What follows belongs to an exercise in optimizing a design on an open flow for small area; a production flow would make more cautious choices.
The RTL was checked by simulation tests, not by an equivalence proof against the original design.
The flow treats the clock pin as an ideal source. Dropping or thinning the clock tree relies on that and would not hold on a real chip.
Power is estimated from default activity; no workload was simulated.

## old
## KF76489
module KF76489 (
    input   logic           clock,
    input   logic           clock_enable,
    input   logic           reset,
    input   logic           CE_N,
    input   logic           WE_N,
    input   logic   [7:0]   D_IN,
    output  logic           READY,
    output  logic   [7:0]   AOUT
);
    logic   [3:0]   clock_divider_count;
    logic           divided_clock_en;
    logic   [7:0]   internal_data_bus;
    logic           write_tone1_frequency_h;
    logic           write_tone1_frequency_l;
    logic           write_tone1_attenuation;
    logic           write_tone2_frequency_h;
    logic           write_tone2_frequency_l;
    logic           write_tone2_attenuation;
    logic           write_tone3_frequency_h;
    logic           write_tone3_frequency_l;
    logic           write_tone3_attenuation;
    logic           write_noise_control;
    logic           write_noise_attenuation;
    logic           ext_noise_gen;
    logic   [5:0]   tone1_aout;
    logic   [5:0]   tone2_aout;
    logic   [5:0]   tone3_aout;
    logic   [5:0]   noise_aout;
    logic   [3:0]   attenuation_code;
    KF76489_Bus_Control_Logic u_Bus_Control_Logic (
        .clock                      (clock),
        .reset                      (reset),
        .CE_N                       (CE_N),
        .WE_N                       (WE_N),
        .D_IN                       (D_IN),
        .internal_data_bus          (internal_data_bus),
        .write_tone1_frequency_h    (write_tone1_frequency_h),
        .write_tone1_frequency_l    (write_tone1_frequency_l),
        .write_tone1_attenuation    (write_tone1_attenuation),
        .write_tone2_frequency_h    (write_tone2_frequency_h),
        .write_tone2_frequency_l    (write_tone2_frequency_l),
        .write_tone2_attenuation    (write_tone2_attenuation),
        .write_tone3_frequency_h    (write_tone3_frequency_h),
        .write_tone3_frequency_l    (write_tone3_frequency_l),
        .write_tone3_attenuation    (write_tone3_attenuation),
        .write_noise_control        (write_noise_control),
  ...
For scale: ~550 cells after synthesis, about 140 flip-flops, about 22 I/O pins.
==> flow/config.mk <==
export PLATFORM = sky130hd
export DESIGN_NAME = KF76489
export DESIGN_NICKNAME = KF76489
export VERILOG_FILES = /design/flow/design.v
export SDC_FILE = /design/flow/constraint.sdc
export NUM_CORES = 4
export LEC_CHECK = 0
export CAP_MARGIN = 20
export CORE_MARGIN = 2
export CORE_UTILIZATION = 65
export PLACE_DENSITY = 0.75
export SLEW_MARGIN = 20
==> flow/constraint.sdc <==
create_clock -name core_clock -period 6.0 [get_ports {clock}]
set_input_delay 1.2000 -clock core_clock [delete_from_list [all_inputs] [get_ports {clock}]]
set_output_delay 1.2000 -clock core_clock [all_outputs]
set_load 0.01 [all_outputs]
standard.sh (not shown) runs the stock make flow with config.mk's settings and CLKGATE_MAP_FILE= SYNTH_SCRIPT=/design/flow/synth_recipe.tcl, a recipe that flattens the netlist after the stock synthesis.
==> flow/flow/run.sh <==
#!/bin/bash
# Layout flow: the standard flow (standard.sh) with these changes.
#  - Synthesis is the standard flow's (synth_recipe.tcl and ORFS's synth.tcl), except that
#    ABC maps the logic with flow/area.abc (area-oriented mapping, &nf -a)
#    instead of ORFS's abc_speed.script; registers are unchanged.
#  - Synthesis also leaves out the half-adder cells: Yosys's extract_fa pass
#    otherwise turns every 2-input AND that shares inputs with an XOR into a
#    half adder, which ABC cannot map into smaller gates.
#  - Ports are buffered with buf_1 instead of the clkdlybuf4s50_1 that
#    buffer_ports picks by itself (same function, 3.8 um2 instead of 10 um2).
#  - The clock tree is built by flow/manual_cts.tcl (run as PRE_CTS_TCL) in
#    place of TritonCTS: 11 clkbuf_8 leaf buffers, each driving a k-means
#    cluster of flip-flops, fed by 3 clkbuf_4 root buffers on the clock port.
#    Every flip-flop is two buffers from the port. TritonCTS's H-tree for this
#    design uses 17 clkbuf_8 buffers.
# Each tool's full output goes to a log file in this folder (flow_make.log,
# and ORFS's own logs under orfs/logs).
set -euo pipefail
WORK=$(pwd)

sed "/source \$::env(SCRIPTS_DIR)\/synth_preamble.tcl/a set abc_args [lreplace \$abc_args 1 1 $WORK/flow/area.abc]" \
    "$FLOW_HOME/scripts/synth.tcl" > "$WORK/synth_area.tcl"
sed "s|source \$::env(SCRIPTS_DIR)/synth.tcl|source $WORK/synth_area.tcl|" synth_recipe.tcl > "$WORK/synth_bench_area.tcl"
grep -q "flow/area.abc" "$WORK/synth_area.tcl"
grep -q "synth_area.tcl" "$WORK/synth_bench_area.tcl"

DONT_USE="sky130_fd_sc_hd__probe_p_8 sky130_fd_sc_hd__probec_p_8 sky130_fd_sc_hd__lpflow_bleeder_1 sky130_fd_sc_hd__lpflow_clkbufkapwr_1 sky130_fd_sc_hd__lpflow_clkbufkapwr_16 sky130_fd_sc_hd__lpflow_clkbufkapwr_2 sky130_fd_sc_hd__lpflow_clkbufkapwr_4 sky130_fd_sc_hd__lpflow_clkbufkapwr_8 sky130_fd_sc_hd__lpflow_clkinvkapwr_1 sky130_fd_sc_hd__lpflow_clkinvkapwr_16 sky130_fd_sc_hd__lpflow_clkinvkapwr_2 sky130_fd_sc_hd__lpflow_clkinvkapwr_4 sky130_fd_sc_hd__lpflow_clkinvkapwr_8 sky130_fd_sc_hd__lpflow_decapkapwr_12 sky130_fd_sc_hd__lpflow_decapkapwr_3 sky130_fd_sc_hd__lpflow_decapkapwr_4 sky130_fd_sc_hd__lpflow_decapkapwr_6 sky130_fd_sc_hd__lpflow_decapkapwr_8 sky130_fd_sc_hd__lpflow_inputiso0n_1 sky130_fd_sc_hd__lpflow_inputiso0p_1 sky130_fd_sc_hd__lpflow_inputiso1n_1 sky130_fd_sc_hd__lpflow_inputiso1p_1 sky130_fd_sc_hd__lpflow_inputisolatch_1 sky130_fd_sc_hd__lpflow_isobufsrc_1 sky130_fd_sc_hd__lpflow_isobufsrc_16 sky130_fd_sc_hd__lpflow_isobufsrc_2 sky130_fd_sc_hd__lpflow_isobufsrc_4 sky130_fd_sc_hd__lpflow_isobufsrc_8 sky130_fd_sc_hd__lpflow_isobufsrckapwr_16 sky130_fd_sc_hd__lpflow_lsbuf_lh_hl_isowell_tap_1 sky130_fd_sc_hd__lpflow_lsbuf_lh_hl_isowell_tap_2 sky130_fd_sc_hd__lpflow_lsbuf_lh_hl_isowell_tap_4 sky130_fd_sc_hd__lpflow_lsbuf_lh_isowell_4 sky130_fd_sc_hd__lpflow_lsbuf_lh_isowell_tap_1 sky130_fd_sc_hd__lpflow_lsbuf_lh_isowell_tap_2 sky130_fd_sc_hd__lpflow_lsbuf_lh_isowell_tap_4 sky130_fd_sc_hd__ha_1 sky130_fd_sc_hd__ha_2 sky130_fd_sc_hd__ha_4"
PORT_BUF="-inputs -outputs -buffer_cell sky130_fd_sc_hd__buf_1"
CTS="-sink_clustering_enable -repair_clock_nets -buf_list sky130_fd_sc_hd__clkbuf_8 -dont_use_dummy_load"

export CLK_LEAVES=11 CLK_ROOTS=3
export CLK_LEAF_BUF=sky130_fd_sc_hd__clkbuf_8 CLK_ROOT_BUF=sky130_fd_sc_hd__clkbuf_4
bash standard.sh "SYNTH_SCRIPT=$WORK/synth_bench_area.tcl" "DONT_USE_CELLS=$DONT_USE" \
    "CTS_ARGS=$CTS" "PRE_CTS_TCL=$WORK/flow/manual_cts.tcl" \
    "BUFFER_PORTS_ARGS=$PORT_BUF" finish > flow_make.log 2>&1
Other scripts of this flow, unchanged in this note and not shown: flow/flow/area.abc, flow/flow/manual_cts.tcl
## Diff of input files: new against old
--- a/flow/config.mk
+++ b/flow/config.mk
@@ -10,2 +10 @@
-export CORE_UTILIZATION = 65
-export PLACE_DENSITY = 0.75
+export CORE_UTILIZATION = 40
==> comparison <==
- Cmp new and old / maximum clock rate / lower: new
- For the met2 routed wirelength, new came in about 1.5% higher than old did.
- Clock network fraction of total power: new higher than old
- From old to new the numbers moved as follows: layout overhead on the synthesized area increased by 1.5 points relative to the old numbers, number of global-route vias before repair decreased by 127 relative to the old numbers, worst hold slack closely matched the old numbers, post-route core utilization decreased by 27 points relative to the old numbers.
In every run of this note, the design's own scripts or RTL, not TritonCTS, make the clock network.

==> re-timing with driven ports <==
Ports are ideal in the flow. The routed layouts listed here were re-timed in OpenROAD.
Step 1: set_driving_cell puts a clkbuf_16 on clock and a buf_2 on each other input, an assumption about the parent block.
Step 2 times the ports against the registers' clock, not the clock port: input delays grow and output delays shrink by t, the midpoint of the rising clock arrivals with the driver on.
Three values: ideal, step 1, step 2; two values: the first two.
| run | t (ns) | slack for setup (ns) | cell pins on the clock port's net |
|---|---|---|---|
| old | 0.378 | 2.136 / 2.136 / 2.136 | 3 |
| new | 0.396 | 2.073 / 2.073 / 2.073 | 3 |
After both steps setup and hold are still met in every run listed.
